Context: an optimization exercise on an open-source flow, tuned for a short achievable clock period and few clock cycles. The choices shown serve that exercise and are no tape-out recipe.
Where RTL was checked, it was by simulation tests only, not by an equivalence proof against the original.
No functional check of the RTL was part of runs 1 to 3 and 5.
Power figures rest on the tool's default switching activity, not on a simulated workload.

==> design/flow/config.mk <==
export PLATFORM = sky130hd
export DESIGN_NAME = microprocessor
export DESIGN_NICKNAME = microprocessor
export VERILOG_FILES = /design/flow/design.v
export SDC_FILE = /design/flow/constraint.sdc
export NUM_CORES = 4
export LEC_CHECK = 0
export CAP_MARGIN = 20
export CORE_MARGIN = 2
export CORE_UTILIZATION = 40
export SETUP_SLACK_MARGIN = 3.0
export SLEW_MARGIN = 20
==> design/flow/constraint.sdc <==
create_clock -name core_clock -period 6.0 [get_ports {clk}]
set_input_delay 1.2000 -clock core_clock [delete_from_list [all_inputs] [get_ports {clk}]]
set_output_delay 1.2000 -clock core_clock [all_outputs]
set_load 0.01 [all_outputs]
==> design/flow/design.v <==
parameter ADD     = 4'b0000;
parameter SUB     = 4'b0001;
parameter AND     = 4'b0010;
parameter OR      = 4'b0011;
parameter XOR     = 4'b0100;
parameter NOT     = 4'b0101;
parameter MOV     = 4'b0110;
parameter NOP     = 4'b0111;
parameter LOAD    = 4'b1000;
parameter STORE   = 4'b1001;
parameter LOAD_IM = 4'b1010;
parameter BRN_Z   = 4'b1011;
parameter BRN_N   = 4'b1100;
parameter BRN_O   = 4'b1101;
parameter BRN     = 4'b1110;
module microprocessor #(parameter N = 8, ROM_addressBits = 6, RF_addressBits = 3) (
  input  logic                           clk             ,
  input  logic                           rst_n           ,
  input  logic [ 3+2*(RF_addressBits):0] ROM_data        ,
  input  logic [                  N-1:0] SRAM_data       ,
  output logic                           overflowPC      ,
  output logic                           ROM_readEnable  ,
  output logic                           SRAM_readEnable ,
  output logic                           SRAM_writeEnable,
  output logic [    ROM_addressBits-1:0] ROM_address     ,
  output logic [(2**RF_addressBits)-1:0] SRAM_address    ,
  output logic [                  N-1:0] SRAM_data_in
);
parameter ADD     = 4'b0000;
parameter SUB     = 4'b0001;
parameter AND     = 4'b0010;
parameter OR      = 4'b0011;
parameter XOR     = 4'b0100;
parameter NOT     = 4'b0101;
parameter MOV     = 4'b0110;
parameter NOP     = 4'b0111;
parameter LOAD    = 4'b1000;
parameter STORE   = 4'b1001;
parameter LOAD_IM = 4'b1010;
parameter BRN_Z   = 4'b1011;
parameter BRN_N   = 4'b1100;
parameter BRN_O   = 4'b1101;
parameter BRN     = 4'b1110;
  function automatic logic [15:0] prefix8(input logic [7:0] g, input logic [7:0] t);
    logic [7:0] G, T;
    G = g; T = t;
    for (int l = 0; l < 3; l++)
      for (int i = 0; i < 8; i++)
        if ((i >> l) & 1) begin
          G[i] = G[i] | (T[i] & G[((i >> l) << l) - 1]);
          T[i] = T[i] & T[((i >> l) << l) - 1];
        end
    prefix8 = {G, T};
  endfunction
  function automatic logic [7:0] add8(input logic [7:0] a, input logic [7:0] b,
                                      input logic cin);
    logic [7:0] G, T, c;
    {G, T} = prefix8(a & b, a | b);
    c = {G[6:0] | (T[6:0] & {7{cin}}), cin};
    add8 = (a ^ c) ^ b;
  endfunction
  function automatic logic [5:0] inc6(input logic [5:0] x);
    inc6 = x ^ {&x[4:0], &x[3:0], &x[2:0], &x[1:0], x[0], 1'b1};
  endfunction
  logic [7:0] R [0:7];           
  logic [2:0] F;                 
  logic       ov_reg;            
  logic       dead;              
  logic [5:0] FA;                
  logic [5:0] FAo;               
  logic       re;                
  logic       rv;                
  logic [5:0] rpc;               
  logic       rpred;             
  logic       rfold;             
  logic       stl;               
  logic       hz;                
  logic       kv;
  logic [9:0] kir;
  logic [5:0] kpc;
  logic       kpred, kfold;
  logic       iv;
  logic [9:0] ir;
  logic [5:0] ipc;
  logic       ipred, ifold;
  logic       i_brn_np;          
  logic       i_cbr_np;          
  logic       i_cbr_p;           
  logic [2:0] i_csel;            
  logic       ilast;             
  logic [2:0] i_sa, i_sm;        
  logic [5:0] i_pcm1;            
  logic [5:0] ipc1;              
  localparam int NA = 8, NB = 4;
  logic [NA-1:0] av;
  logic [5:0]    atag [NA];
  logic [5:0]    aT   [NA];
  logic [2:0]    aptr;
  logic [NB-1:0] bv;
  logic [5:0]    btag [NB];
  logic [5:0]    bT   [NB];
  logic [1:0]    bptr;
  logic       ta_v, tb_v, tc_v, tn_v;
  logic [5:0] t_i, t_im1, t_tgt;
  logic       t_toor;
  logic       l_v;               
  logic [5:0] l_pc;              
  logic       l_brn;             
  logic       e_v;
  logic       e_wr;              
  logic       e_fl;              
  logic       e_clr;             
  logic       e_ld;              
  logic [2:0] e_dst;
  logic       e_cen;             
  logic       e_and, e_or;       
  logic [7:0] e_A, e_B;
  logic       e_cin;
  logic       e_cbr_np, e_cbr_p;   
  logic       e_cbr_l;           
  logic [2:0] e_csel;
  logic [5:0] e_tgt, e_pc, e_pc1;
  logic       e_toor;
  logic [7:0] e_wam;             
  logic       w_v;
  logic [2:0] w_dst;
  logic [7:0] e_g, e_t, e_G, e_T, e_c, e_k, sum, e_res;
  logic       e_cout, e_ovf, e_z;
  always_comb begin
    e_g   = e_A & e_B;
    e_t   = e_A | e_B;
    {e_G, e_T} = prefix8(e_g, e_t);
    e_c   = {(e_G[6:0] & {7{e_cen}}) | (e_T[6:0] & {7{e_cin}}), e_cin};
    sum   = (e_A ^ e_c) ^ e_B;
    e_res = e_and ? e_g : e_or ? e_t : sum;
    e_cout = e_G[7] | (e_T[7] & e_cin);
    e_ovf = e_cen & (e_c[7] ^ e_cout);
    e_k   = e_cen ? {e_t[6:0], e_cin} : 8'd0;
    e_z   = e_and ? ~|e_g : e_or ? ~|e_t : &(~((e_A ^ e_k) ^ e_B));
  end
  wire e_wen = e_v & e_wr;
  logic [2:0] Fn;
  always_comb begin
    if (e_clr)     Fn = 3'b000;
    else if (e_fl) Fn = {e_ovf, e_res[7], e_z};
    else                 Fn = F;
  end
  wire       e_cond  = |(e_csel & F);
  wire       e_cbr   = e_cbr_np | e_cbr_p | e_cbr_l;
  wire       e_redir = (e_cbr_np & e_cond & ~e_toor) | (e_cbr_p & ~e_cond);
  wire       e_halt  = e_cbr & (e_cond ? e_toor : e_cbr_l);
  wire       e_kill  = e_redir | e_halt;
  wire [5:0] e_rdt   = e_cond ? e_tgt : e_pc1;
  wire       ivld = iv & ~ov_reg & ~dead & ~e_kill;
  wire [3:0] op   = ir[9:6];
  wire [2:0] fa   = ir[5:3];
  wire [2:0] fb   = ir[2:0];
  wire is_alu2 = (op == ADD) | (op == SUB) | (op == AND) | (op == OR) | (op == XOR);
  wire is_not  = (op == NOT);
  wire is_mov  = (op == MOV);
  wire is_ld   = (op == LOAD);
  wire is_st   = (op == STORE);
  wire is_ldi  = (op == LOAD_IM);
  wire is_cbr  = (op == BRN_Z) | (op == BRN_N) | (op == BRN_O);
  wire is_brn  = (op == BRN);
  wire is_und  = (op == 4'hF);
  wire is_br   = is_cbr | is_brn;
  logic [7:0] va, vb, vm;
  always_comb begin
    if (e_wen && e_dst == i_sa)    va = e_res;
    else if (w_v && w_dst == i_sa) va = SRAM_data;
    else                           va = R[i_sa];
    if (e_wen && e_dst == fb)      vb = e_res;
    else if (w_v && w_dst == fb)   vb = SRAM_data;
    else                           vb = R[fb];
    if (e_wen && e_dst == i_sm)    vm = e_res;
    else if (w_v && w_dst == i_sm) vm = SRAM_data;
    else                           vm = R[i_sm];
  end
  wire stall  = ivld & hz;
  wire go     = ivld & ~stall;
  wire [7:0] tsum  = add8({2'b00, ipc}, {3'b000, ir[4:0]} ^ {8{ir[5]}}, ir[5]);
  wire [5:0] itgt  = tsum[5:0];
  wire       itoor = tsum[6];
  wire redirect = e_redir | (go & i_brn_np);
  wire [5:0] rd_tgt = e_redir ? e_rdt : itgt;
  wire d_halt   = go & (is_brn ? itoor : (~is_cbr & ~is_und & ilast));
  wire [9:0] s_ir   = stl ? kir   : ROM_data;
  wire [3:0] s_op   = s_ir[9:6];
  wire       s_not  = (s_op == NOT);
  wire       s_cbr  = (s_op == BRN_Z) | (s_op == BRN_N) | (s_op == BRN_O);
  wire       s_alu2 = (s_op == ADD) | (s_op == SUB) | (s_op == AND) | (s_op == OR) | (s_op == XOR);
  wire       s_usea = s_alu2 | s_not | (s_op == STORE);
  wire       s_useb = s_alu2 | s_not | (s_op == MOV) | (s_op == LOAD) | (s_op == STORE);
  wire [2:0] s_sa   = s_not ? 3'd1 : s_ir[5:3];
  wire [2:0] s_sm   = (s_op == STORE) ? s_ir[5:3] : s_ir[2:0];
  wire       hz_n   = go & is_ld & s_v & ((s_usea & (s_sa == fa)) | (s_useb & (s_ir[2:0] == fa)));
  wire       s_v    = stl ? kv    : rv;
  wire [5:0] s_pc   = stl ? kpc   : rpc;
  wire       s_pred = stl ? kpred : rpred;
  wire       s_fold = stl ? kfold : rfold;
  assign ROM_address    = FAo;
  assign ROM_readEnable = re;
  assign overflowPC     = ov_reg;
  logic       f_hita, f_hitb;
  logic [5:0] f_ta, f_tb;
  always_comb begin
    f_hita = 1'b0; f_ta = 6'd0;
    for (int i = 0; i < NA; i++)
      if (av[i] && atag[i] == FA) begin f_hita = 1'b1; f_ta = f_ta | aT[i]; end
    f_hitb = 1'b0; f_tb = 6'd0;
    for (int i = 0; i < NB; i++)
      if (bv[i] && btag[i] == FA) begin f_hitb = 1'b1; f_tb = f_tb | bT[i]; end
  end
  wire [5:0] fa_next    = f_hita ? f_ta : f_hitb ? f_tb : inc6(FA);
  logic [NA-1:0] wa_m, wa_mn;
  logic [NB-1:0] wb_m, wb_mn;
  always_comb begin
    for (int i = 0; i < NA; i++) wa_mn[i] = av[i] && atag[i] == ipc;
    for (int i = 0; i < NB; i++) wb_mn[i] = bv[i] && btag[i] == i_pcm1;
  end
  logic [5:0] FA_n, FAo_n;
  logic       stl_n;
  always_comb begin
    if (redirect)        begin FA_n = rd_tgt;     stl_n = 0; end
    else begin
      FA_n  = stl ? FA : fa_next;
      stl_n = stall;
    end
    FAo_n = stl_n ? 6'd0 : FA_n;
  end
  always_ff @(posedge clk or negedge rst_n) begin
    if (!rst_n) begin
      FA <= 0; FAo <= 0; re <= 1; rv <= 0; rpred <= 0; stl <= 0; kv <= 0; kpred <= 0;
      iv <= 0; ipred <= 0; i_brn_np <= 0; i_cbr_np <= 0; i_cbr_p <= 0;
      ta_v <= 0; tb_v <= 0; tc_v <= 0; tn_v <= 0; l_v <= 0;
      ov_reg <= 0; dead <= 0;
      av <= 0; aptr <= 0; bv <= 0; bptr <= 0;
      e_v <= 0; e_cbr_np <= 0; e_cbr_p <= 0; e_cbr_l <= 0; w_v <= 0; hz <= 0; e_fl <= 0; e_clr <= 0;
      SRAM_readEnable <= 0; SRAM_writeEnable <= 0;
      F <= 0;
    end else begin
      FA  <= FA_n;
      FAo <= FAo_n;
      stl <= stl_n;
      re  <= ~stl_n;
      if (!stl) rpred <= f_hita;
      if (stall) begin
        kv    <= rv;
        kpred <= rpred;
      end else
        ipred <= s_pred;
      if (redirect) begin
        rv  <= 0;
        iv  <= 0;
      end else begin
        if (!stl)   rv <= 1'b1;
        if (!stall) iv <= s_v;
      end
      if (!stall) begin
        i_brn_np <= (s_ir[9:6] == BRN) & ~s_pred;
        i_cbr_np <= s_cbr & ~s_pred;
        i_cbr_p  <= s_cbr & s_pred & (s_pc != 6'd63);
      end
      if (d_halt | e_halt) ov_reg <= 1;
      if (go & is_und) dead <= 1;
      ta_v <= go & is_brn;
      tb_v <= go & is_brn & l_v & ~l_brn & (inc6(l_pc) == ipc);
      tc_v <= e_cbr_np & e_cond;
      tn_v <= e_cbr_p & ~e_cond;
      if (go) l_v <= 1;
      if ((ta_v | tc_v) & ~t_toor) begin
        if (wa_m == 0) begin av[aptr] <= 1'b1; aptr <= aptr + 3'd1; end
      end
      if (tn_v) av <= av & ~wa_m;
      if (tb_v & ~t_toor) begin
        if (wb_m == 0) begin bv[bptr] <= 1'b1; bptr <= bptr + 2'd1; end
      end
      e_v   <= go;
      e_cbr_np <= go & i_cbr_np;
      e_cbr_p  <= go & i_cbr_p;
      e_cbr_l  <= go & is_cbr & ilast & ~i_cbr_p;
      e_fl  <= go & (is_alu2 | is_not | is_mov);
      e_clr <= go & (is_br | ifold);
      w_v <= e_v & e_ld;
      hz  <= hz_n;
      SRAM_readEnable  <= go & is_ld;
      SRAM_writeEnable <= go & is_st;
      F <= Fn;
    end
  end
  always_ff @(posedge clk) begin
    if (!stl) begin
      rpc   <= FA;
      rfold <= ~f_hita & f_hitb;
    end
    if (stall) begin
      kir   <= ROM_data;
      kpc   <= rpc;
      kfold <= rfold;
    end else begin
      ir    <= s_ir;
      i_sa  <= s_sa;
      i_csel <= {s_op == BRN_O, s_op == BRN_N, s_op == BRN_Z};
      i_sm  <= s_sm;
      i_pcm1 <= s_pc - 6'd1;
      ipc   <= s_pc;
      ifold <= s_fold;
      ilast <= (s_pc == 6'd63);
      ipc1  <= inc6(s_pc);
    end
    e_wr  <= is_alu2 | is_not | is_mov | is_ldi;
    e_ld  <= is_ld;
    e_dst <= fa;
    e_cen <= (op == ADD) | (op == SUB);
    e_and <= (op == AND);
    e_or  <= (op == OR) | (op == MOV) | ~(is_alu2 | is_not);
    e_A   <= (is_mov | ~(is_alu2 | is_not)) ? 8'd0 : va;
    e_B   <= (op == SUB) ? ~vb : (is_alu2 | is_not | is_mov) ? vb : {{5{fb[2]}}, fb};
    e_cin <= (op == SUB);
    SRAM_address <= vm;
    SRAM_data_in <= vb;
    w_dst <= e_dst;
    t_i   <= e_redir ? e_pc : ipc;
    wa_m  <= e_redir ? e_wam : wa_mn;
    t_tgt <= e_redir ? e_tgt : itgt;
    t_toor <= e_redir ? e_toor : itoor;
    t_im1 <= i_pcm1;
    wb_m  <= wb_mn;
    e_csel <= i_csel;
    e_tgt  <= itgt;
    e_toor <= itoor;
    e_pc   <= ipc;
    e_pc1  <= ipc1;
    e_wam  <= wa_mn;
    if (go) begin
      l_pc  <= ipc;
      l_brn <= is_brn;
    end
    for (int i = 0; i < NA; i++)
      if ((ta_v | tc_v) && !t_toor && (wa_m[i] || (wa_m == 0 && aptr == i))) begin
        atag[i] <= t_i;
        aT[i]   <= t_tgt;
      end
    for (int i = 0; i < NB; i++)
      if (tb_v && !t_toor && (wb_m[i] || (wb_m == 0 && bptr == i))) begin
        btag[i] <= t_im1;
        bT[i]   <= t_tgt;
      end
  end
  always_ff @(posedge clk or negedge rst_n) begin
    if (!rst_n) begin
      for (int i = 0; i < 8; i++) R[i] <= (i == 1) ? 8'hFF : 8'h00;
    end else begin
      for (int i = 0; i < 8; i++) begin
        if (e_wen && e_dst == i)      R[i] <= e_res;
        else if (w_v && w_dst == i)   R[i] <= SRAM_data;
      end
    end
  end
endmodule
==> design/flow/run.sh <==
#!/bin/bash
# synth_recipe.tcl (not shown) runs the flow's synth.tcl, then flattens the netlist and writes it again
# the make line also repeats each setting of config.mk as NAME=value (left out here)
make -C /OpenROAD-flow-scripts/flow DESIGN_CONFIG=/design/flow/config.mk WORK_HOME=/design/flow/orfs CLKGATE_MAP_FILE= SYNTH_SCRIPT=/design/flow/synth_recipe.tcl finish
==> results of run 1 <==
[per-layer routing]
metal  global-route usage  part of all wire  vias to the layer above
met3              0.03932             0.067                      125
met1               0.3019              0.45                     7664
met4              0.06891             0.031                        0
met2               0.3280              0.45                      591
met5                    0                 0                        -
li1                     -                 -                     7089
[final cells by class]
| class | count | area, um^2 | share of cell area |
|---|---|---|---|
| Timing Repair Buffer | 91 | 804.5 | 0.03264 |
| Clock inverter | 30 | 420.4 | 0.01706 |
| Inverter | 53 | 207.7 | 0.008426 |
| Sequential cell | 440 | 11580 | 0.4699 |
| Timing Repair inverter | 1 | 7.507 | 0.0003046 |
| Tap cell | 688 | 860.8 | 0.03492 |
| Clock buffer | 60 | 1330 | 0.05396 |
| Multi-Input combinational cell | 1312 | 9435 | 0.3828 |
[final timing paths]
kind	endpoint	slack [ps]	startpoint	cells after the start
max in group asynchronous	R[0][4]	4180	rst_n	2
max	ROM_readEnable	3060	re	1
min reg2reg	e_pc1[3]	340	ipc1[3]	0
max reg2reg	e_B[6]	3060	e_B[1]	8
min in group asynchronous	av[2]	630	rst_n	1
min	e_pc1[3]	340	ipc1[3]	0
[cells in the final DEF, fill, tap and decap left out, types with 19 or more instances in the layout]
master	n
nor3_1	31
dfxtp_1	98
buf_4	44
o21ai_0	76
dfrtp_1	110
mux2_2	53
inv_1	50
ha_1	24
a211oi_1	32
mux2i_1	87
nor2b_1	19
nor4_1	23
a21oi_1	104
a22oi_1	21
edfxtp_1	213
clkdlybuf4s50_1	44
clkbuf_16	51
nand4_1	29
nand2_1	194
xnor2_1	108
nor2_1	113
xor2_1	99
[per-stage QoR]
stage | area [um^2] | cells | power [mW]
final | 24650 | 2675 | 11.11
after CTS | 24510 | 2675 | 11.11
after global routing | 24650 | 2675 | 11.67
after global placement | 22610 | 2574 | 7.788
after detailed placement | 22620 | 2574 | 7.852
after floorplan | 21490 | 1927 | 6.762
[cells in the mapped netlist, drive strengths merged (9+ instances only)]
| master | instances | share of area |
|---|---|---|
| a22o | 17 | 0.0069 |
| mux2 | 54 | 0.028 |
| o22ai | 13 | 0.0038 |
| a22oi | 22 | 0.0083 |
| xor2 | 99 | 0.040 |
| a222oi | 13 | 0.0061 |
| a211oi | 33 | 0.012 |
| nand4 | 29 | 0.0084 |
| nor3b | 11 | 0.0038 |
| a21o | 12 | 0.0042 |
| buf | 36 | 0.0087 |
| a221oi | 11 | 0.0051 |
| edfxtp | 213 | 0.30 |
| o21ai | 88 | 0.020 |
| o211ai | 10 | 0.0035 |
| nor4 | 38 | 0.015 |
| o21a | 9 | 0.0031 |
| nand2b | 12 | 0.0035 |
| ha | 24 | 0.014 |
| xnor2 | 108 | 0.044 |
| dfstp | 9 | 0.011 |
| mux2i | 88 | 0.041 |
| nand3 | 19 | 0.0044 |
| a31oi | 14 | 0.0041 |
| dfrtp | 114 | 0.13 |
| nor2 | 115 | 0.020 |
| a21oi | 104 | 0.024 |
| clkbuf | 86 | 0.015 |
| nor3 | 33 | 0.0077 |
| nor2b | 19 | 0.0055 |
| inv | 53 | 0.0093 |
| nand2 | 195 | 0.034 |
| dfxtp | 104 | 0.097 |
| mux4 | 15 | 0.016 |
[cells by family after synthesis]
kind of cell    after synthesis
mux                         157
compound gates              405
fa+ha+maj                    25
xor+xnor                    207
flops                       440
buf+inv                     175
simple gates                518
[report_power, final]
part / leakage [nW] / internal, mW / switching [mW] / total, mW
Combinational: 4.05 / 1.40 / 1.58 / 2.97
Sequential: 4.35 / 4.02 / 0.932 / 4.96
Clock: 0.841 / 1.90 / 1.28 / 3.18
Total: 9.24 / 7.32 / 3.79 / 11.1
[worst register-to-register path, cell delays in order, from the launching register on]
cell and delay (ps):
dfxtp_1 520, a21oi_1 120, or3_1 440, a2111o_1 470, a22o_1 220, a221o_2 510
a21boi_2 280, mux2i_1 220, nand2_1 60
[what timing repair did]
item / 4_1_cts / 5_1_grt
gates cloned: 1 / 0
buffers inserted: 10 / 0
gates resized for setup: 16 / 28
endpoints found under the setup margin: 96 / 61
==> metrics.csv, run 1 <==
stage,metric,value,unit
floorplanning,Die Ht,235.8,um
route,Remaining DRCs,0,
clock_tree,CTS Hold Bufs,0,
clock_tree,Root Buffer,clkbuf_16,
clock_tree,CTS tree,yes,
critical_path,"Arr. time, crit path",1740,ps
layout,Ant. Diodes,0,
worst_hold_path,Tightest Hold Check Type,register to register,
timing,setup slack after layout,3056,ps
synthesis,Synth Cell Area,21490,um^2
timing,Final min period,2944,ps
floorplanning,Top Ports,46,
route,Routed WL,59970,um
layout,area grow syn2layout,14.69,%
synthesis,Gate Count Post-Synth,1927,
timing,Final Skew,63.90,ps
global_routing,initial antenna violation count,0,
timing,Tightest Pin Transition,1134,ps
clock_tree,CTS Buf Count,48,
clock_tree,CTS H-tree lvls,2,
global_routing,vias in the first global route,15040,
route,Via Count,15470,
route,Avg WL per Cell,22.42,um
critical_path,WS Path Type,register to output pin,
placement,GP Congestion,0.9093,
critical_path,Worst Path Buf+Inv,1,
timing,unrepaired setup endpoints after global routing,false,
critical_path,"Critical Path, Cell by Cell",clkdlybuf4s50_1,
synthesis,Synth Area in Adders,0.01444,
clock_tree,clk buf depth,3,
route,Via density,5.783,
synthesis,Yosys reg bits,440,
clock_tree,Sink Count,440,
floorplanning,Initial Util,0.4065,
critical_path,Crit Path Max Fanout,1,
critical_path,Critical Path RT,4800,ps
floorplanning,Rows,84,
timing,Slew HR,0.2370,
timing,final worst-path cycle share,0.4907,
clock_tree,Skew-Pair Late Insertion Delay,630,ps
timing,final slew viol count,0,
critical_path,Critical Path Sink Type,output pin,
route,Detailed Routing Iterations Pass 1,6,
layout,Top Registers,"R (64), aT (48), atag (48)",
route,Post-DRT Antenna Nets,0,
floorplanning,die area,55600,um^2
timing,Setup TNS Final,0,ps
global_routing,GR Overflow Total,0,
synthesis,simple logic cell fraction of the synthesized area,0.1184,
timing,Max Clk Rate,339.7,MHz
synthesis,distinct cell type count after synthesis,85,
global_routing,first-pass GRT wire length,91630,um
layout,max reg flops,64,
power_and_ir_drop,Leakage,9.238,nW
timing,final setup violation count,0,
flow_run,Max Cap Violations,0,
timing,Final Hold Slack,341.0,ps
run_status,outcome,finished clean,
placement,Detail Placement HPWL,41120,um
clock_tree,"CTS clk-pin slew, worst paths",60,ps
layout,Final nets,1991,
layout,Largest Register,R,
timing,Final Hold Viols,0,
synthesis,Synth Area in Compound Gates,0.1264,
layout,fin util,0.4663,
synthesis,register area share after synthesis,0.5383,
synthesis,Synth Flop Type,edfxtp_1,
critical_path,CP peak stage delay,560,ps
synthesis,largest family of logic cells by synthesized area,compound AO/OA/AOI/OAI gates,
placement,I/O Buffers,45,
critical_path,"Max stage delay cell, worst path",dfstp_2,
global_routing,maximum number of pins on one net before global-route repair,78,
synthesis,mux cell area share after synthesis,0.08518,
critical_path,Top delay family on crit path,flip-flops,
synthesis,syn_nets,1971,
placement,post-place setup slack,2538,ps
route,First DRT Iteration DRCs,1570,
critical_path,Worst Setup Start Kind,register,
global_routing,Global Route Usage Sum,0.2124,
layout,FILL cells,4723,
floorplanning,Die Width,235.8,um
synthesis,yosys warns,6,
synthesis,ys async rst share,0.2795,
floorplanning,core box area,52870,um^2
synthesis,Post-Synth XOR/XNOR Area,0.08436,
power_and_ir_drop,Pwr Density,450.9,nW/um^2
synthesis,number of synthesized flops with an enable pin,213,
layout,layout cells sized above 1,0.1349,
synthesis,Avg Synthesized Cell Area,11.15,um^2
power_and_ir_drop,maximum VDD drop,278.1,uV
==> run 2: changes to the inputs <==
--- a/design/flow/design.v
+++ b/design/flow/design.v
@@ -88,6 +88,8 @@
   logic       i_cbr_p;           
   logic [2:0] i_csel;            
   logic       ilast;             
+  logic [3:0] i_hp [5];          
+  logic [3:0] i_hm [5];          
   logic [2:0] i_sa, i_sm;        
   logic [5:0] i_pcm1;            
   logic [5:0] ipc1;              
@@ -104,7 +106,7 @@
   logic [5:0] t_i, t_im1, t_tgt;
   logic       t_toor;
   logic       l_v;               
-  logic [5:0] l_pc;              
+  logic [5:0] l_pc1;             
   logic       l_brn;             
   logic       e_v;
   logic       e_wr;              
@@ -121,6 +123,8 @@
   logic [2:0] e_csel;
   logic [5:0] e_tgt, e_pc, e_pc1;
   logic       e_toor;
+  logic       e_cond;            
+  logic       e_brn_oor;         
   logic [7:0] e_wam;             
   logic       w_v;
   logic [2:0] w_dst;
@@ -145,10 +149,9 @@
     else if (e_fl) Fn = {e_ovf, e_res[7], e_z};
     else                 Fn = F;
   end
-  wire       e_cond  = |(e_csel & F);
   wire       e_cbr   = e_cbr_np | e_cbr_p | e_cbr_l;
   wire       e_redir = (e_cbr_np & e_cond & ~e_toor) | (e_cbr_p & ~e_cond);
-  wire       e_halt  = e_cbr & (e_cond ? e_toor : e_cbr_l);
+  wire       e_halt  = (e_cbr & (e_cond ? e_toor : e_cbr_l)) | e_brn_oor;
   wire       e_kill  = e_redir | e_halt;
   wire [5:0] e_rdt   = e_cond ? e_tgt : e_pc1;
   wire       ivld = iv & ~ov_reg & ~dead & ~e_kill;
@@ -179,12 +182,20 @@
   end
   wire stall  = ivld & hz;
   wire go     = ivld & ~stall;
-  wire [7:0] tsum  = add8({2'b00, ipc}, {3'b000, ir[4:0]} ^ {8{ir[5]}}, ir[5]);
-  wire [5:0] itgt  = tsum[5:0];
-  wire       itoor = tsum[6];
+  wire [3:0] t_lo  = ir[5] ? ({1'b0, ipc[2:0]} - {1'b0, ir[2:0]})
+                           : ({1'b0, ipc[2:0]} + {1'b0, ir[2:0]});
+  wire [2:0] t_j   = {1'b0, ir[4:3]} + {2'b00, t_lo[3]};
+  logic [3:0] t_hi;
+  always_comb begin
+    t_hi = 4'd0;
+    for (int j = 0; j < 5; j++)
+      if (t_j == j) t_hi = ir[5] ? i_hm[j] : i_hp[j];
+  end
+  wire [5:0] itgt  = {t_hi[2:0], t_lo[2:0]};
+  wire       itoor = t_hi[3];
   wire redirect = e_redir | (go & i_brn_np);
   wire [5:0] rd_tgt = e_redir ? e_rdt : itgt;
-  wire d_halt   = go & (is_brn ? itoor : (~is_cbr & ~is_und & ilast));
+  wire d_halt   = go & ~is_br & ~is_und & ilast;
   wire [9:0] s_ir   = stl ? kir   : ROM_data;
   wire [3:0] s_op   = s_ir[9:6];
   wire       s_not  = (s_op == NOT);
@@ -236,7 +247,7 @@
       ta_v <= 0; tb_v <= 0; tc_v <= 0; tn_v <= 0; l_v <= 0;
       ov_reg <= 0; dead <= 0;
       av <= 0; aptr <= 0; bv <= 0; bptr <= 0;
-      e_v <= 0; e_cbr_np <= 0; e_cbr_p <= 0; e_cbr_l <= 0; w_v <= 0; hz <= 0; e_fl <= 0; e_clr <= 0;
+      e_v <= 0; e_brn_oor <= 0; e_cbr_np <= 0; e_cbr_p <= 0; e_cbr_l <= 0; w_v <= 0; hz <= 0; e_fl <= 0; e_clr <= 0;
       SRAM_readEnable <= 0; SRAM_writeEnable <= 0;
       F <= 0;
     end else begin
@@ -265,7 +276,7 @@
       if (d_halt | e_halt) ov_reg <= 1;
       if (go & is_und) dead <= 1;
       ta_v <= go & is_brn;
-      tb_v <= go & is_brn & l_v & ~l_brn & (inc6(l_pc) == ipc);
+      tb_v <= go & is_brn & l_v & ~l_brn & (l_pc1 == ipc);
       tc_v <= e_cbr_np & e_cond;
       tn_v <= e_cbr_p & ~e_cond;
       if (go) l_v <= 1;
@@ -280,6 +291,7 @@
       e_cbr_np <= go & i_cbr_np;
       e_cbr_p  <= go & i_cbr_p;
       e_cbr_l  <= go & is_cbr & ilast & ~i_cbr_p;
+      e_brn_oor <= go & is_brn & itoor;
       e_fl  <= go & (is_alu2 | is_not | is_mov);
       e_clr <= go & (is_br | ifold);
       w_v <= e_v & e_ld;
@@ -307,6 +319,10 @@
       ipc   <= s_pc;
       ifold <= s_fold;
       ilast <= (s_pc == 6'd63);
+      for (int j = 0; j < 5; j++) begin
+        i_hp[j] <= {1'b0, s_pc[5:3]} + 4'(j);
+        i_hm[j] <= {1'b0, s_pc[5:3]} - 4'(j);
+      end
       ipc1  <= inc6(s_pc);
     end
     e_wr  <= is_alu2 | is_not | is_mov | is_ldi;
@@ -330,11 +346,12 @@
     e_csel <= i_csel;
     e_tgt  <= itgt;
     e_toor <= itoor;
+    e_cond <= |(i_csel & Fn);
     e_pc   <= ipc;
     e_pc1  <= ipc1;
     e_wam  <= wa_mn;
     if (go) begin
-      l_pc  <= ipc;
+      l_pc1 <= ipc1;
       l_brn <= is_brn;
     end
     for (int i = 0; i < NA; i++)
--- a/design/flow/config.mk
+++ b/design/flow/config.mk
@@ -8,5 +8,5 @@
 export CAP_MARGIN = 20
 export CORE_MARGIN = 2
 export CORE_UTILIZATION = 40
-export SETUP_SLACK_MARGIN = 3.0
+export SETUP_SLACK_MARGIN = 3.5
 export SLEW_MARGIN = 20
==> metrics.csv, run 2 <==
stage,metric,value,unit,change
run_status,outcome,finished clean,,
placement,I/O Buffers,45,,unchanged
global_routing,GR Overflow Total,0,,unchanged
layout,Final nets,2085,,+4.7%
route,Remaining DRCs,0,,unchanged
global_routing,first-pass GRT wire length,91750,um,+0.14%
floorplanning,Initial Util,0.4061,,about the same
layout,Largest Register,R,,
synthesis,Synth Cell Area,21940,um^2,+2.1%
clock_tree,CTS H-tree lvls,2,,unchanged
clock_tree,CTS Hold Bufs,0,,unchanged
layout,"most common cell after layout, fill and taps aside",edfxtp_1,,
synthesis,Commonest cells post-synth,"edfxtp_1, nand2_1, nor2_1",,
critical_path,Worst Setup Start Kind,register,,
critical_path,"Arr. time, crit path",3790,ps,+2050 ps
global_routing,GR Layer Usage met3,0.03771,,-0.001607
placement,GP Congestion,0.8732,,-4.0%
worst_hold_path,Tightest Hold Check Type,register to register,,
critical_path,Top delay family on crit path,compound AO/OA/AOI/OAI gates,,
timing,Tightest Pin Transition,947.8,ps,-186.2 ps
critical_path,"Critical Path, Cell by Cell",inv_2 -> ha_4 -> mux2_4 -> inv_2 -> ha_4 -> a21o_1 -> a21oi_2 -> xor2_2 -> ha_4 -> mux4_2 -> nand3b_1 -> o21ai_2 -> nand2b_4 -> a21boi_2 -> o21a_1 -> and2_1,,
layout,fin util,0.4806,,+0.01432
clock_tree,Root Buffer,clkbuf_16,,
synthesis,register area share after synthesis,0.5498,,+0.01153
global_routing,vias in the first global route,15220,,+1.2%
global_routing,met1 Use GR,0.3008,,-0.001121
layout,layout cells sized above 1,0.2022,,+0.06735
critical_path,CP startpoint,ir[1],,
global_routing,Global Route Usage Sum,0.2107,,-0.001715
synthesis,number of synthesized flops with an enable pin,230,,+8.0%
route,First DRT Iteration DRCs,1642,,+4.6%
synthesis,top-area cell type share of the netlist area,0.3148,,+0.01716
timing,Final Hold Viols,0,,unchanged
floorplanning,die area,56740,um^2,+2.1%
placement,Detail Placement HPWL,39620,um,-3.6%
route,Via Count,15730,,+1.7%
route,Avg WL per Cell,21.96,um,-2.0%
clock_tree,clk buf depth,3,,unchanged
critical_path,Critical Path Sink Type,register,,
clock_tree,Sink Count,456,,+3.6%
critical_path,Worst Path Buf+Inv,2,,+1
synthesis,Synth Flop Type,edfxtp_1,,
synthesis,syn_nets,2005,,+1.7%
placement,Post-DP Area,23100,um^2,+2.1%
route,Post-DRT Antenna Nets,0,,unchanged
critical_path,Crit Path Max Fanout,7,,+6
timing,final worst-path cycle share,0.5494,,+0.05871
timing,Setup TNS Final,0,ps,unchanged
synthesis,Yosys reg bits,456,,+3.6%
layout,max reg flops,64,,unchanged
synthesis,yosys warns,8,,+2
layout,Top Registers,"R (64), aT (48), atag (48)",,
timing,Final min period,3296,ps,+352.3 ps
route,Detailed Routing Iterations Pass 1,7,,+1
critical_path,CP dominant cell by count,ha_4,,
power_and_ir_drop,Final Power,11.72,mW,+5.4%
synthesis,Gate Count Post-Synth,1945,,+0.93%
clock_tree,CTS Buf Count,50,,+4.2%
layout,Final Instance Count excl. Fillers,2764,,+3.3%
floorplanning,Die Ht,238.2,um,+1.0%
worst_hold_path,hold_sp,ipc1[2],,
global_routing,initial antenna violation count,3,,+3
floorplanning,Rows,85,,+1.2%
global_routing,gr busiest metal,met2,,
layout,area grow syn2layout,18.33,%,
critical_path,WS Path Type,register to register,,
global_routing,M2 GR Usage,0.3293,,+0.001315
critical_path,"Max stage delay cell, worst path",edfxtp_1,,
layout,FILL cells,4856,,+2.8%
synthesis,distinct cell type count after synthesis,77,,-9.4%
power_and_ir_drop,Leakage,9.979,nW,+8.0%
clock_tree,Skew-Pair Late Insertion Delay,620,ps,about the same
timing,unrepaired setup endpoints after global routing,true,,
timing,final slew viol count,0,,unchanged
floorplanning,Die Width,238.2,um,+1.0%
power_and_ir_drop,Pwr Density,451.2,nW/um^2,about the same
route,Routed WL,60700,um,+1.2%
timing,Max Clk Rate,303.4,MHz,-11%
synthesis,ys async rst share,0.2719,,-0.007616
synthesis,"count leader, synth",edfxtp_1,,
clock_tree,"CTS clk-pin slew, worst paths",60,ps,about the same
timing,final setup violation count,0,,unchanged
placement,cell count after placement,2607,,+1.3%
layout,fin area,25960,um^2,+5.3%
layout,most frequent cells in the layout,"edfxtp_1, nand2_1, nor2_1, dfrtp_1, o21ai_0",,
critical_path,Critical Path RT,6500,ps,+1700 ps
flow_run,Max Cap Violations,0,,unchanged
critical_path,r2r startpoint,ir[1],,
timing,Slew HR,0.3681,,+0.1311
clock_tree,CTS tree,yes,,
timing,Final Skew,50.10,ps,-13.81 ps
floorplanning,core box area,54030,um^2,+2.2%
route,Via density,5.692,,-1.6%
floorplanning,Top Ports,46,,unchanged
synthesis,Area contributors post-synth,"edfxtp_1, dfrtp_1, dfxtp_1",,
synthesis,cell type with the largest total area after synthesis,edfxtp_1,,
power_and_ir_drop,maximum VDD drop,320.9,uV,+15%
critical_path,CP peak stage delay,410,ps,-150 ps
global_routing,maximum number of pins on one net before global-route repair,85,,+9.0%
synthesis,Avg Synthesized Cell Area,11.28,um^2,+1.2%
[run 2: cell count changes after synthesis, moves of 8 or more]
cell,previous run,this run
o21ai_0,82,114
edfxtp_1,213,230
a222oi_1,13,28
ha_1,24,39
a22oi_1,21,8
nor2b_1,19,6
a211oi_1,33,21
nand3_1,19,31
nor4_2,13,3
o211ai_1,10,20
mux2i_1,88,80
nor3_1,33,25
o22ai_1,13,5
[run 2: metal layers]
| layer | wire [um] | up-vias |
|---|---|---|
| met5 | 27 | - |
| met3 | 4580 | 103 |
| met2 | 27740 | 638 |
| li1 | - | 7240 |
| met1 | 26850 | 7749 |
| met4 | 1505 | 4 |
[run 2: final timing paths]
path | to | slack [ps] | depth (start not counted)
worst min register to register | e_pc1[2] | 370 | 0
min in group asynchronous | av[4] | 620 | 1
worst min-delay path | e_pc1[2] | 370 | 0
max in group asynchronous | FA[5] | 4180 | 2
worst max-delay path | FAo[5] | 2700 | 16
worst max register to register | FAo[5] | 2700 | 16
[run 2: final cells by class]
type,count,area (um^2),share of cell area
Sequential cell,456,12120,0.4666
Multi-Input combinational cell,1310,9679,0.3728
Clock buffer,71,1538,0.05923
Timing Repair Buffer,148,1324,0.05099
Tap cell,696,870.8,0.03354
Inverter,58,226.5,0.008722
Clock inverter,23,200.2,0.007710
Timing Repair inverter,1,7.507,0.0002891
Antenna cell,1,2.502,0.00009638
[run 2: metrics by stage]
step           worst slack (ps)  hold WS (ps)
2_1_floorplan              2688         329.0
3_3_place_gp               2368         358.0
3_5_place_dp               2270         360.8
4_1_cts                    2756         373.2
5_1_grt                    2576         402.7
6_report                   2704         372.5
[run 2: repair_timing]
action / in CTS / in global routing
endpoints found under the hold margin: 0 / 0
setup buffers: 37 / 24
resized for setup: 129 / 77
pin swaps: 16 / 22
gates cloned: 1 / 0
setup endpoints to repair: 283 / 215
[run 2: report_power, final]
group	switching, mW	total, mW	internal (mW)
clock	1.33	3.18	1.85
sequential	0.889	5.14	4.25
combinational	1.78	3.39	1.62
[run 2: logic make-up (layout without fill, tap and decap cells)]
group,count (synthesis),count (layout),synth area share
and+or+nand+nor,520,520,0.1129
AOI/OAI and AO/OA,399,399,0.1175
DFF,456,456,0.5498
adders and majority gates,40,40,0.02315
xor gates and xnor gates,197,197,0.07864
other,0,1,0
muxes,154,154,0.08320
buffers and inverters,179,301,0.03484
==> run 3: changes to the inputs <==
--- a/design/flow/config.mk
+++ b/design/flow/config.mk
@@ -8,5 +8,5 @@
 export CAP_MARGIN = 20
 export CORE_MARGIN = 2
 export CORE_UTILIZATION = 40
-export SETUP_SLACK_MARGIN = 3.5
+export SETUP_SLACK_MARGIN = 4.5
 export SLEW_MARGIN = 20
==> metrics.csv, run 3 <==
stage,metric,value,unit,change
run_status,outcome,finished clean,,
critical_path,CP Capture Point,FAo[5],,
timing,Final Skew,29.24,ps,-20.85 ps
critical_path,Worst Setup Start Kind,register,,
synthesis,Gate Count Post-Synth,1945,,unchanged
route,Avg WL per Cell,23.79,um,+8.3%
critical_path,r2r worst-path depth,16,,unchanged
critical_path,R2R Path End,FAo[5],,
timing,Tightest Pin Transition,769.3,ps,-178.6 ps
critical_path,Top delay family on crit path,compound AO/OA/AOI/OAI gates,,
clock_tree,CTS tree,yes,,
clock_tree,CTS Buf Count,47,,-6.0%
layout,Largest Register,R,,
clock_tree,Root Buffer,clkbuf_16,,
placement,Detail Placement HPWL,40210,um,+1.5%
power_and_ir_drop,Final Power,13.77,mW,+18%
synthesis,cell type with the largest total area after synthesis,edfxtp_1,,
layout,"most common cell after layout, fill and taps aside",edfxtp_1,,
layout,Final nets,2371,,+14%
critical_path,CP peak stage delay,430,ps,+20 ps
synthesis,ys async rst share,0.2719,,unchanged
synthesis,distinct cell type count after synthesis,77,,unchanged
floorplanning,die area,56740,um^2,unchanged
critical_path,WS Path Type,register to register,,
power_and_ir_drop,Pwr Density,434.2,nW/um^2,-3.8%
timing,final worst-path cycle share,0.5444,,-0.004998
global_routing,Global Route Usage Sum,0.2443,,+0.03361
timing,final setup violation count,0,,unchanged
synthesis,register area share after synthesis,0.5498,,unchanged
route,Via density,5.829,,+2.4%
synthesis,Synth Cell Area,21940,um^2,unchanged
critical_path,Crit Path Max Fanout,5,,-2
layout,most frequent cells in the layout,"edfxtp_1, buf_4, nand2_1, buf_6, dfrtp_1",,
timing,Slew HR,0.4824,,+0.1143
global_routing,initial antenna violation count,0,,-3
global_routing,GR Overflow Total,0,,unchanged
power_and_ir_drop,maximum VDD drop,300.8,uV,-6.3%
layout,Top Registers,"R (64), aT (48), atag (48)",,
synthesis,Synth Flop Type,edfxtp_1,,
critical_path,"Arr. time, crit path",3760,ps,-30 ps
power_and_ir_drop,Leakage,12.36,nW,+24%
placement,cell count after placement,2586,,-0.81%
floorplanning,Die Width,238.2,um,unchanged
critical_path,"Max stage delay cell, worst path",edfxtp_1,,
floorplanning,Die Ht,238.2,um,unchanged
timing,unrepaired setup endpoints after global routing,true,,
worst_hold_path,Tightest Hold Check Type,register to register,,
layout,max reg flops,64,,unchanged
global_routing,vias in the first global route,17320,,+14%
synthesis,"count leader, synth",edfxtp_1,,
synthesis,syn_nets,2005,,unchanged
flow_run,Max Cap Violations,0,,unchanged
route,First DRT Iteration DRCs,1618,,-1.5%
critical_path,WP depth,16,,unchanged
route,Post-DRT Antenna Nets,0,,unchanged
layout,Final Instance Count excl. Fillers,3046,,+10%
floorplanning,Rows,85,,unchanged
placement,GP Congestion,0.8458,,-3.1%
critical_path,"Critical Path, Cell by Cell",inv_4 -> ha_4 -> mux2_4 -> inv_4 -> ha_4 -> a21o_1 -> a21oi_2 -> xor2_2 -> ha_4 -> mux4_2 -> nand3b_1 -> o21ai_2 -> nand2b_4 -> a21boi_1 -> o21a_1 -> and2_1,,
layout,FILL cells,4115,,-15%
synthesis,Avg Synthesized Cell Area,11.28,um^2,unchanged
clock_tree,CTS H-tree lvls,2,,unchanged
timing,Setup TNS Final,0,ps,unchanged
clock_tree,"CTS clk-pin slew, worst paths",60,ps,about the same
critical_path,Critical Path RT,6490,ps,about the same
synthesis,Commonest cells post-synth,"edfxtp_1, nand2_1, nor2_1",,
critical_path,r2r startpoint,ir[1],,
timing,Final min period,3266,ps,-29.99 ps
clock_tree,Sink Count,456,,unchanged
clock_tree,clk buf depth,3,,unchanged
critical_path,Critical Path Sink Type,register,,
synthesis,number of synthesized flops with an enable pin,230,,unchanged
synthesis,top-area cell type share of the netlist area,0.3148,,unchanged
critical_path,Worst Path Buf+Inv,2,,unchanged
layout,layout cells sized above 1,0.4498,,+0.2476
layout,area grow syn2layout,44.52,%,
layout,Ant. Diodes,0,,-1
global_routing,maximum number of pins on one net before global-route repair,71,,-16%
clock_tree,CTS Hold Bufs,0,,unchanged
critical_path,CP startpoint,ir[1],,
critical_path,r2r setup slk,2730,ps,+30 ps
critical_path,CP dominant cell by count,ha_4,,
route,Remaining DRCs,0,,unchanged
clock_tree,Skew-Pair Late Insertion Delay,610,ps,about the same
timing,Final Hold Slack,388.3,ps,+15.83 ps
synthesis,Area contributors post-synth,"edfxtp_1, dfrtp_1, dfxtp_1",,
timing,Max Clk Rate,306.1,MHz,+0.92%
floorplanning,Top Ports,46,,unchanged
global_routing,first-pass GRT wire length,105500,um,+15%
timing,final slew viol count,0,,unchanged
route,Routed WL,72470,um,+19%
route,Via Count,17750,,+13%
synthesis,yosys warns,8,,unchanged
timing,Final Hold Viols,0,,unchanged
synthesis,Yosys reg bits,456,,unchanged
placement,I/O Buffers,45,,unchanged
route,Detailed Routing Iterations Pass 1,5,,-2
floorplanning,core box area,54030,um^2,unchanged
floorplanning,Initial Util,0.4061,,unchanged
[run 3: cell types whose count changed in the layout (fill, tap and decap cells not counted), moves of 23 or more]
cell,change
buf_6,+131
buf_4,+108
o21ai_0,-65
a21oi_1,-45
a21oi_2,+42
nor2_1,-37
o21ai_2,+35
buf_12,+33
dfxtp_1,-28
nor2_4,+24
nand2_1,-23
[run 3: stage by stage]
step / cell area (um^2) / setup slack (ps) / util
floorplan: 23380 / 2724 / -
global placement: 23940 / 2206 / 0.4432
detailed placement: 23950 / 2140 / 0.4433
CTS: 29800 / 2765 / 0.5515
global route: 31710 / 2591 / 0.5869
finish: 31710 / 2734 / 0.5869
[run 3: worst reg2reg max path, cell delays in order, from the launching register on]
cell,delay [ps]
edfxtp_1,430
inv_4,90
ha_4,190
mux2_4,280
inv_4,60
ha_4,180
a21o_1,160
a21oi_2,160
xor2_2,210
ha_4,250
mux4_2,300
nand3b_1,150
o21ai_2,90
nand2b_4,140
a21boi_1,120
o21a_1,200
and2_1,160
[run 3: cell families after synthesis]
| group | count (synthesis) | share of synthesized area |
|---|---|---|
| buffers and inverters | 179 | 0.03484 |
| muxes | 154 | 0.08320 |
| AOI/OAI and AO/OA | 399 | 0.1175 |
| xor gates and xnor gates | 197 | 0.07864 |
| adders and majority gates | 40 | 0.02315 |
| and+or+nand+nor | 520 | 0.1129 |
| DFF | 456 | 0.5498 |
[run 3: routing by layer]
metal | track usage | part of all wire | vias up
met5 | 0 | 0 | -
li1 | - | - | 7859
met1 | 0.3244 | 0.40 | 8950
met4 | 0.08049 | 0.037 | 0
met3 | 0.03980 | 0.070 | 173
met2 | 0.4084 | 0.49 | 772
[run 3: layout make-up]
class	count	area, um^2	share of cell area
Sequential cell	456	12200	0.3846
Inverter	58	255.2	0.008050
Clock inverter	29	436.7	0.01377
Timing Repair Buffer	422	4474	0.1411
Multi-Input combinational cell	1325	12170	0.3837
Tap cell	696	870.8	0.02746
Clock buffer	59	1303	0.04108
Timing Repair inverter	1	7.507	0.0002368
[run 3: power breakdown]
part           leakage, nW  switching [mW]  internal [mW]
logic                 6.98            2.64           2.71
clock network        0.849            1.31           1.98
registers             4.53           0.853           4.27
[run 3: worst min path at each step]
stage	from	endpoint	slack, ps	cells past startpoint
after floorplan	e_dst[0]	w_dst[0]	330	0
after global placement	ipc1[3]	e_pc1[3]	370	0
after detailed placement	ipc1[2]	e_pc1[2]	380	0
after CTS	ipc1[2]	e_pc1[2]	390	0
after global routing	ipc1[2]	e_pc1[2]	410	0
final	ipc1[2]	e_pc1[2]	390	0
[run 3: timing repair]
action                                  CTS  global route
resized for setup                       550           266
pin swaps                               128           144
endpoints found under the hold margin     0             0
cloned                                   26             4
setup buffers                           252            90
endpoints found under the setup margin  547           500
==> run 4: changes to the inputs <==
--- a/design/flow/design.v
+++ b/design/flow/design.v
@@ -182,15 +182,12 @@
   end
   wire stall  = ivld & hz;
   wire go     = ivld & ~stall;
-  wire [3:0] t_lo  = ir[5] ? ({1'b0, ipc[2:0]} - {1'b0, ir[2:0]})
-                           : ({1'b0, ipc[2:0]} + {1'b0, ir[2:0]});
-  wire [2:0] t_j   = {1'b0, ir[4:3]} + {2'b00, t_lo[3]};
-  logic [3:0] t_hi;
-  always_comb begin
-    t_hi = 4'd0;
-    for (int j = 0; j < 5; j++)
-      if (t_j == j) t_hi = ir[5] ? i_hm[j] : i_hp[j];
-  end
+  wire [7:0] t_lo  = add8({5'd0, ipc[2:0]}, {5'd0, ir[2:0] ^ {3{ir[5]}}}, ir[5]);
+  wire       t_st  = t_lo[3] ^ ir[5];
+  wire [3:0] t_h0  = ir[5] ? i_hm[ir[4:3]]        : i_hp[ir[4:3]];
+  wire [2:0] t_j1  = {1'b0, ir[4:3]} + 3'd1;
+  wire [3:0] t_h1  = ir[5] ? i_hm[t_j1] : i_hp[t_j1];
+  wire [3:0] t_hi  = t_st ? t_h1 : t_h0;
   wire [5:0] itgt  = {t_hi[2:0], t_lo[2:0]};
   wire       itoor = t_hi[3];
   wire redirect = e_redir | (go & i_brn_np);
--- a/design/flow/config.mk
+++ b/design/flow/config.mk
@@ -8,5 +8,5 @@
 export CAP_MARGIN = 20
 export CORE_MARGIN = 2
 export CORE_UTILIZATION = 40
-export SETUP_SLACK_MARGIN = 4.5
+export SETUP_SLACK_MARGIN = 3.5
 export SLEW_MARGIN = 20
==> metrics.csv, run 4 <==
stage,metric,value,unit,change
floorplanning,Top Ports,46,,unchanged
layout,Largest Register,R,,
synthesis,Commonest cells post-synth,"edfxtp_1, nand2_1, nor2_1",,
layout,FILL cells,4958,,+20%
layout,Top Registers,"R (64), aT (48), atag (48)",,
timing,Final Skew,34.79,ps,+5.549 ps
route,Detailed Routing Iterations Pass 1,7,,+2
synthesis,Synth Flop Type,edfxtp_1,,
critical_path,Crit Path Max Fanout,6,,+1
floorplanning,core box area,55310,um^2,+2.4%
route,Avg WL per Cell,22.22,um,-6.6%
worst_hold_path,Tightest Hold Check Type,register to register,,
layout,area grow syn2layout,20.93,%,
critical_path,r2r startpoint,ir[5],,
power_and_ir_drop,Final Power,11.90,mW,-14%
clock_tree,clk buf depth,3,,unchanged
route,Remaining DRCs,0,,unchanged
placement,post-place setup slack,2769,ps,+628.4 ps
critical_path,CP startpoint,ir[5],,
timing,final slew viol count,0,,unchanged
synthesis,"count leader, synth",edfxtp_1,,
synthesis,Yosys reg bits,456,,unchanged
route,Post-DRT Antenna Nets,0,,unchanged
global_routing,GR Overflow Total,0,,unchanged
power_and_ir_drop,Leakage,10.43,nW,-16%
timing,Final min period,2602,ps,-664.4 ps
layout,Final nets,2173,,-8.4%
timing,unrepaired setup endpoints after global routing,true,,
placement,GP Congestion,0.9046,,+7.0%
clock_tree,CTS H-tree lvls,2,,unchanged
route,First DRT Iteration DRCs,1423,,-12%
clock_tree,Sink Count,456,,unchanged
layout,Ant. Diodes,0,,unchanged
critical_path,Worst Setup Start Kind,register,,
clock_tree,CTS tree,yes,,
floorplanning,Rows,86,,+1.2%
clock_tree,CTS Buf Count,49,,+4.3%
route,Via Count,16550,,-6.8%
floorplanning,die area,58090,um^2,+2.4%
worst_hold_path,hold depth,0,,unchanged
power_and_ir_drop,Pwr Density,438.0,nW/um^2,+0.87%
timing,Setup TNS Final,0,ps,unchanged
timing,Tightest Pin Transition,926.1,ps,+156.9 ps
timing,Slew HR,0.3826,,-0.09985
synthesis,syn_nets,2057,,+2.6%
timing,Final Hold Viols,0,,unchanged
global_routing,initial antenna violation count,0,,unchanged
route,Routed WL,64760,um,-11%
clock_tree,"CTS clk-pin slew, worst paths",60,ps,about the same
floorplanning,Die Ht,241.0,um,+1.2%
placement,Detail Placement HPWL,40720,um,+1.3%
critical_path,r2r worst-path depth,9,,-7
synthesis,cell type with the largest total area after synthesis,edfxtp_1,,
layout,layout cells sized above 1,0.2128,,-0.2370
timing,final setup violation count,0,,unchanged
floorplanning,Die Width,241.0,um,+1.2%
critical_path,Critical Path Sink Type,register,,
synthesis,ys async rst share,0.2719,,unchanged
timing,final worst-path cycle share,0.4337,,-0.1107
global_routing,vias in the first global route,16370,,-5.5%
power_and_ir_drop,maximum VDD drop,275.3,uV,-8.5%
layout,max reg flops,64,,unchanged
synthesis,Gate Count Post-Synth,2009,,+3.3%
global_routing,first-pass GRT wire length,98190,um,-6.9%
synthesis,number of synthesized flops with an enable pin,230,,unchanged
synthesis,Area contributors post-synth,"edfxtp_1, dfrtp_1, dfxtp_1",,
global_routing,Global Route Usage Sum,0.2207,,-0.02362
synthesis,yosys warns,8,,unchanged
flow_run,Max Cap Violations,0,,unchanged
run_status,outcome,finished clean,,
worst_hold_path,hold_sp,ipc1[3],,
critical_path,WS Path Type,register to register,,
global_routing,maximum number of pins on one net before global-route repair,89,,+25%
critical_path,Critical Path RT,6490,ps,about the same
layout,most frequent cells in the layout,"edfxtp_1, nand2_1, nor2_1, buf_4, a21oi_1",,
clock_tree,Root Buffer,clkbuf_16,,
synthesis,top-area cell type share of the netlist area,0.3074,,-0.007414
route,Via density,5.679,,-2.6%
synthesis,register area share after synthesis,0.5368,,-0.01295
layout,"most common cell after layout, fill and taps aside",edfxtp_1,,
floorplanning,Initial Util,0.4063,,about the same
synthesis,Synth Cell Area,22470,um^2,+2.4%
placement,I/O Buffers,45,,unchanged
synthesis,distinct cell type count after synthesis,93,,+21%
critical_path,"Arr. time, crit path",3090,ps,-670 ps
clock_tree,Skew-Pair Late Insertion Delay,620,ps,about the same
synthesis,Avg Synthesized Cell Area,11.18,um^2,-0.85%
timing,setup slack after layout,3398,ps,+664.4 ps
timing,Max Clk Rate,384.3,MHz,+26%
[run 4: changes by cell type after synthesis, moves of 12 or more]
cell / before / now
o21ai_0: 114 / 99
a21oi_1: 103 / 122
mux2i_1: 80 / 92
a222oi_1: 28 / 12
nor2b_1: 6 / 21
mux2_2: 57 / 25
[run 4: final timing paths]
kind                            endpoint  slack, ps
worst min-delay path            e_pc1[3]        370
worst max register to register  t_tgt[4]       3400
max in group asynchronous           F[2]       4120
min in group asynchronous        R[4][2]        660
worst min register to register  e_pc1[3]        370
worst max-delay path            t_tgt[4]       3400
[run 4: cell type report]
| cell class | count | area, um^2 | area share |
|---|---|---|---|
| inverters | 68 | 265.3 | 0.009762 |
| clock inverters | 15 | 162.7 | 0.005986 |
| well taps | 748 | 935.9 | 0.03444 |
| clock buffers | 77 | 1521 | 0.05599 |
| multi-input cells | 1356 | 10370 | 0.3818 |
| flip-flops and latches | 456 | 12110 | 0.4458 |
| repair buffers | 194 | 1800 | 0.06626 |
[run 4: metal layers]
layer | wire [um] | track usage | part of all wire
met1 | 27090 | 0.2882 | 0.42
met2 | 30560 | 0.3633 | 0.47
met3 | 4390 | 0.03717 | 0.068
met4 | 2717 | 0.09334 | 0.042
met5 | 0 | 0 | 0
[run 4: kinds of logic (layout without fill, tap and decap cells)]
group,count (synthesis),in the layout,synth area share
xor+xnor,203,203,0.07912
buf+inv,199,354,0.03803
flops,456,456,0.5368
simple gates,548,549,0.1225
mux,143,143,0.07957
compound gates,429,430,0.1270
fa+ha+maj,31,31,0.01698
[run 4: through the flow]
stage	instance area [um^2]	utilization	cells	hold slack, ps
floorplan	22500	-	2009	329.0
global placement	23630	0.4272	2709	353.3
detailed placement	23640	0.4274	2709	356.7
CTS	26380	0.4769	2876	376.6
global route	27170	0.4913	2914	387.2
finish	27170	0.4913	2914	371.8
[run 4: report_power, final]
part           internal (mW)  switching, mW  total (mW)  leakage (nW)
clock network           1.81           1.30        3.11         0.829
logic                   1.71           1.97        3.68          5.06
registers               4.24          0.870        5.11          4.54
total                   7.76           4.14        11.9          10.4
[run 4: what timing repair did]
item                       in CTS  in global routing
cloned                          5                  0
gates resized for setup       137                117
hold buffers                    0                  0
setup buffers                  70                 38
pin swaps                      24                 51
setup endpoints to repair     236                 84
[run 4: worst max-delay path: stages, from the launching register on]
cell	delay, ps
edfxtp_1	530
buf_6	180
or3_1	310
o221a_4	140
o21ai_4	150
a2bb2oi_4	270
buf_6	150
mux2_4	280
o2111a_2	180
mux2_4	290
Testbench counts of run 4, summed over its fixed seeds: cycles 22,799.
==> run 5: changes to the inputs <==
--- a/design/flow/design.v
+++ b/design/flow/design.v
@@ -134,9 +134,10 @@
     e_g   = e_A & e_B;
     e_t   = e_A | e_B;
     {e_G, e_T} = prefix8(e_g, e_t);
-    e_c   = {(e_G[6:0] & {7{e_cen}}) | (e_T[6:0] & {7{e_cin}}), e_cin};
+    e_c   = {(e_G[6:0] & {7{e_cen}}) | (e_T[6:0] & {7{e_cin}}), e_cin} |
+            (e_g & {8{e_or}}) | (e_t & {8{e_and}});
     sum   = (e_A ^ e_c) ^ e_B;
-    e_res = e_and ? e_g : e_or ? e_t : sum;
+    e_res = sum;
     e_cout = e_G[7] | (e_T[7] & e_cin);
     e_ovf = e_cen & (e_c[7] ^ e_cout);
     e_k   = e_cen ? {e_t[6:0], e_cin} : 8'd0;
==> metrics.csv, run 5 <==
stage,metric,value,unit,change
run_status,outcome,finished clean,,
route,Routed WL,64370,um,-0.59%
timing,final setup violation count,0,,unchanged
clock_tree,CTS Buf Count,47,,-4.1%
synthesis,Post-Synth XOR/XNOR Area,0.08390,,+0.004776
critical_path,CP startpoint,FA[4],,
layout,Final nets,2154,,-0.87%
synthesis,distinct cell type count after synthesis,85,,-8.6%
floorplanning,die area,57490,um^2,-1.0%
power_and_ir_drop,Final Power,11.78,mW,-1.0%
synthesis,ys async rst share,0.2719,,unchanged
route,Detailed Routing Iterations Pass 1,6,,-1
synthesis,Avg Synthesized Cell Area,11.14,um^2,-0.40%
timing,Tightest Pin Transition,1030,ps,+104.2 ps
route,Avg WL per Cell,22.25,um,+0.13%
critical_path,Worst Setup Start Kind,register,,
layout,Ant. Diodes,0,,unchanged
route,Via density,5.646,,-0.59%
timing,Final min period,2601,ps,-1.260 ps
global_routing,initial antenna violation count,0,,unchanged
layout,"most common cell after layout, fill and taps aside",edfxtp_1,,
critical_path,"Max stage delay cell, worst path",dfrtp_4,,
synthesis,Yosys reg bits,456,,unchanged
flow_run,Max Cap Violations,0,,unchanged
global_routing,maximum number of pins on one net before global-route repair,78,,-12%
synthesis,top-area cell type share of the netlist area,0.3106,,+0.003252
timing,final worst-path cycle share,0.4335,,about the same
placement,GP Congestion,0.8913,,-1.5%
synthesis,Area contributors post-synth,"edfxtp_1, dfrtp_1, dfxtp_1",,
clock_tree,"CTS clk-pin slew, worst paths",60,ps,about the same
floorplanning,core box area,54990,um^2,-0.58%
global_routing,vias in the first global route,16310,,-0.40%
clock_tree,Root Buffer,clkbuf_16,,
floorplanning,Die Width,239.8,um,-0.52%
floorplanning,Initial Util,0.4044,,-0.001893
synthesis,yosys warns,8,,unchanged
layout,max reg flops,64,,unchanged
placement,Detail Placement HPWL,41710,um,+2.4%
synthesis,mux cell area share after synthesis,0.07839,,-0.001184
floorplanning,Rows,86,,unchanged
floorplanning,Top Ports,46,,unchanged
critical_path,WS Path Type,register to register,,
layout,Top Registers,"R (64), aT (48), atag (48)",,
route,Post-DRT Antenna Nets,0,,unchanged
synthesis,Gate Count Post-Synth,1996,,-0.65%
clock_tree,CTS H-tree lvls,2,,unchanged
power_and_ir_drop,maximum VDD drop,266.1,uV,-3.3%
synthesis,Synth Area in Compound Gates,0.1255,,-0.001471
synthesis,register area share after synthesis,0.5425,,+0.005679
power_and_ir_drop,Pwr Density,440.3,nW/um^2,+0.53%
route,Via Count,16330,,-1.3%
global_routing,Global Route Usage Sum,0.2247,,+0.003994
timing,unrepaired setup endpoints after global routing,true,,
clock_tree,Skew-Pair Late Insertion Delay,610,ps,about the same
worst_hold_path,hold_sp,ipc1[3],,
clock_tree,CTS Hold Bufs,0,,unchanged
critical_path,Critical Path RT,6500,ps,about the same
critical_path,r2r startpoint,FA[4],,
timing,Final Skew,29.29,ps,-5.504 ps
layout,area grow syn2layout,20.34,%,
timing,Final Hold Viols,0,,unchanged
route,Remaining DRCs,0,,unchanged
timing,final slew viol count,0,,unchanged
timing,Setup TNS Final,0,ps,unchanged
synthesis,Synth Cell Area,22240,um^2,-1.0%
synthesis,Synth Flop Type,edfxtp_1,,
critical_path,"Arr. time, crit path",3100,ps,about the same
synthesis,largest family of logic cells by synthesized area,compound AO/OA/AOI/OAI gates,,
clock_tree,CTS tree,yes,,
placement,I/O Buffers,45,,unchanged
synthesis,Commonest cells post-synth,"edfxtp_1, nand2_1, nor2_1",,
timing,Max Clk Rate,384.5,MHz,about the same
clock_tree,Sink Count,456,,unchanged
global_routing,GR Overflow Total,0,,unchanged
layout,Largest Register,R,,
floorplanning,Die Ht,239.8,um,-0.52%
synthesis,syn_nets,2044,,-0.63%
power_and_ir_drop,Leakage,10.27,nW,-1.5%
critical_path,Critical Path Sink Type,register,,
route,First DRT Iteration DRCs,1397,,-1.8%
critical_path,Crit Path Max Fanout,5,,-1
layout,most frequent cells in the layout,"edfxtp_1, nand2_1, nor2_1, buf_4, xnor2_1",,
placement,cell count after placement,2702,,-0.26%
synthesis,"count leader, synth",edfxtp_1,,
synthesis,cell type with the largest total area after synthesis,edfxtp_1,,
layout,fin util,0.4866,,-0.004670
global_routing,first-pass GRT wire length,98730,um,+0.54%
layout,layout cells sized above 1,0.2023,,-0.01050
timing,Slew HR,0.3095,,-0.07308
critical_path,"Critical Path, Cell by Cell",buf_12 -> xnor2_2 -> nand4_1 -> nor4_4 -> buf_4 -> buf_6 -> a222oi_1 -> o211a_1 -> o2111ai_2 -> a221o_1 -> and2_1,,
layout,Final Instance Count excl. Fillers,2893,,-0.72%
worst_hold_path,Tightest Hold Check Type,register to register,,
synthesis,Synth Area in Adders,0.01722,,+0.0002359
timing,Final Hold Slack,388.5,ps,+16.67 ps
critical_path,CP peak stage delay,530,ps,about the same
clock_tree,clk buf depth,3,,unchanged
synthesis,number of synthesized flops with an enable pin,230,,unchanged
synthesis,simple logic cell fraction of the synthesized area,0.1172,,-0.005288
-- run 5: cell families (layout without fill, tap and decap cells) --
group / Yosys count / count (layout)
simple gates: 532 / 532
flops: 456 / 456
compound gates: 420 / 420
xor+xnor: 213 / 213
buf+inv: 194 / 343
mux: 150 / 150
fa+ha+maj: 31 / 31
-- run 5: layout make-up --
cell class              instances  area, um^2
clock buffers                  62        1345
multi-input cells            1346       10120
repair buffers                187        1717
clock inverters                26       277.8
fillers                      4791       28230
flip-flops and latches        456       12090
inverters                      68       270.3
well taps                     748       935.9
-- run 5: final timing paths --
path | depth (start not counted) | slack (ps) | end
min reg2reg | 0 | 390 | e_pc1[3]
min in group asynchronous | 1 | 650 | R[4][6]
min | 0 | 390 | e_pc1[3]
max reg2reg | 11 | 3400 | FAo[1]
max | 11 | 3400 | FAo[1]
max in group asynchronous | 2 | 4040 | FA[5]
-- run 5: through the flow --
| stage | area [um^2] | setup WS, ps |
|---|---|---|
| 2_1_floorplan | 22250 | 3300 |
| 3_3_place_gp | 23450 | 2483 |
| 4_1_cts | 26230 | 3355 |
| 3_5_place_dp | 23450 | 2420 |
| 5_1_grt | 26760 | 3307 |
| 6_report | 26760 | 3399 |
-- run 5: worst max-delay path: cells and delay by family (launching register included) --
kind	cells	cell delay, ps
buffers and inverters	3	420
XOR/XNOR	1	120
AND/OR/NAND/NOR	3	300
AO/OA/AOI/OAI	4	1100
flip-flops	1	530
-- run 5: layer usage --
metal,vias to the layer above,routed length [um],global-route usage
li1,7467,-,-
met1,8103,26910,0.2950
met2,622,30960,0.3723
met3,141,4239,0.03665
met4,0,2258,0.08617
met5,-,0,0
-- run 5: repair_timing --
action / 4_1_cts / 5_1_grt
pin swaps: 36 / 34
gates resized for setup: 151 / 63
buffers inserted: 76 / 26
endpoints found under the setup margin: 276 / 152
cloned: 0 / 1
-- run 5: power by group --
part / switching (mW) / internal (mW) / total, mW
Clock: 1.29 / 1.77 / 3.05
Combinational: 1.90 / 1.71 / 3.61
Sequential: 0.883 / 4.24 / 5.12

static timing again, ports no longer ideal:
How much do the figures lean on ideal ports? The routed layouts below were timed once more, with nothing changed but the port constraints. Step 1 (the two cells are an assumption about what drives the block):
set clk [get_ports {clk}]
set_driving_cell -lib_cell sky130_fd_sc_hd__clkbuf_16 $clk
set_driving_cell -lib_cell sky130_fd_sc_hd__buf_2 [delete_from_list [all_inputs] $clk]
Step 2 times the ports against the registers' clock, not the clock port: input delays grow and output delays shrink by t, the midpoint of the rising clock arrivals with the driver on. a / b / c = ideal / step 1 / step 2; a / b = the first two.
run | t (ns) | setup WS [ns] | worst setup path after step 2 | latest minus earliest clock arrival (ns) | slew at the worst register clock pin (ns)
run 1 | 0.655 | 3.056 / 2.999 / 2.503 | input to register | 0.068 / 0.069 | 0.06 / 0.06
run 2 | 0.650 | 2.704 / 2.704 / 2.704 | register to register | 0.050 / 0.050 | 0.07 / 0.07
run 3 | 0.656 | 2.734 / 2.734 / 2.734 | register to register | 0.030 / 0.030 | 0.07 / 0.07
run 4 | 0.657 | 3.398 / 3.398 / 2.952 | input to register | 0.036 / 0.037 | 0.06 / 0.06
run 5 | 0.651 | 3.399 / 3.399 / 2.916 | input to register | 0.030 / 0.030 | 0.07 / 0.07
After both steps every run listed still meets setup and hold. The setup slack of run 1, which loses most, moves by -0.057 ns with the drivers and by -0.553 ns with both steps.
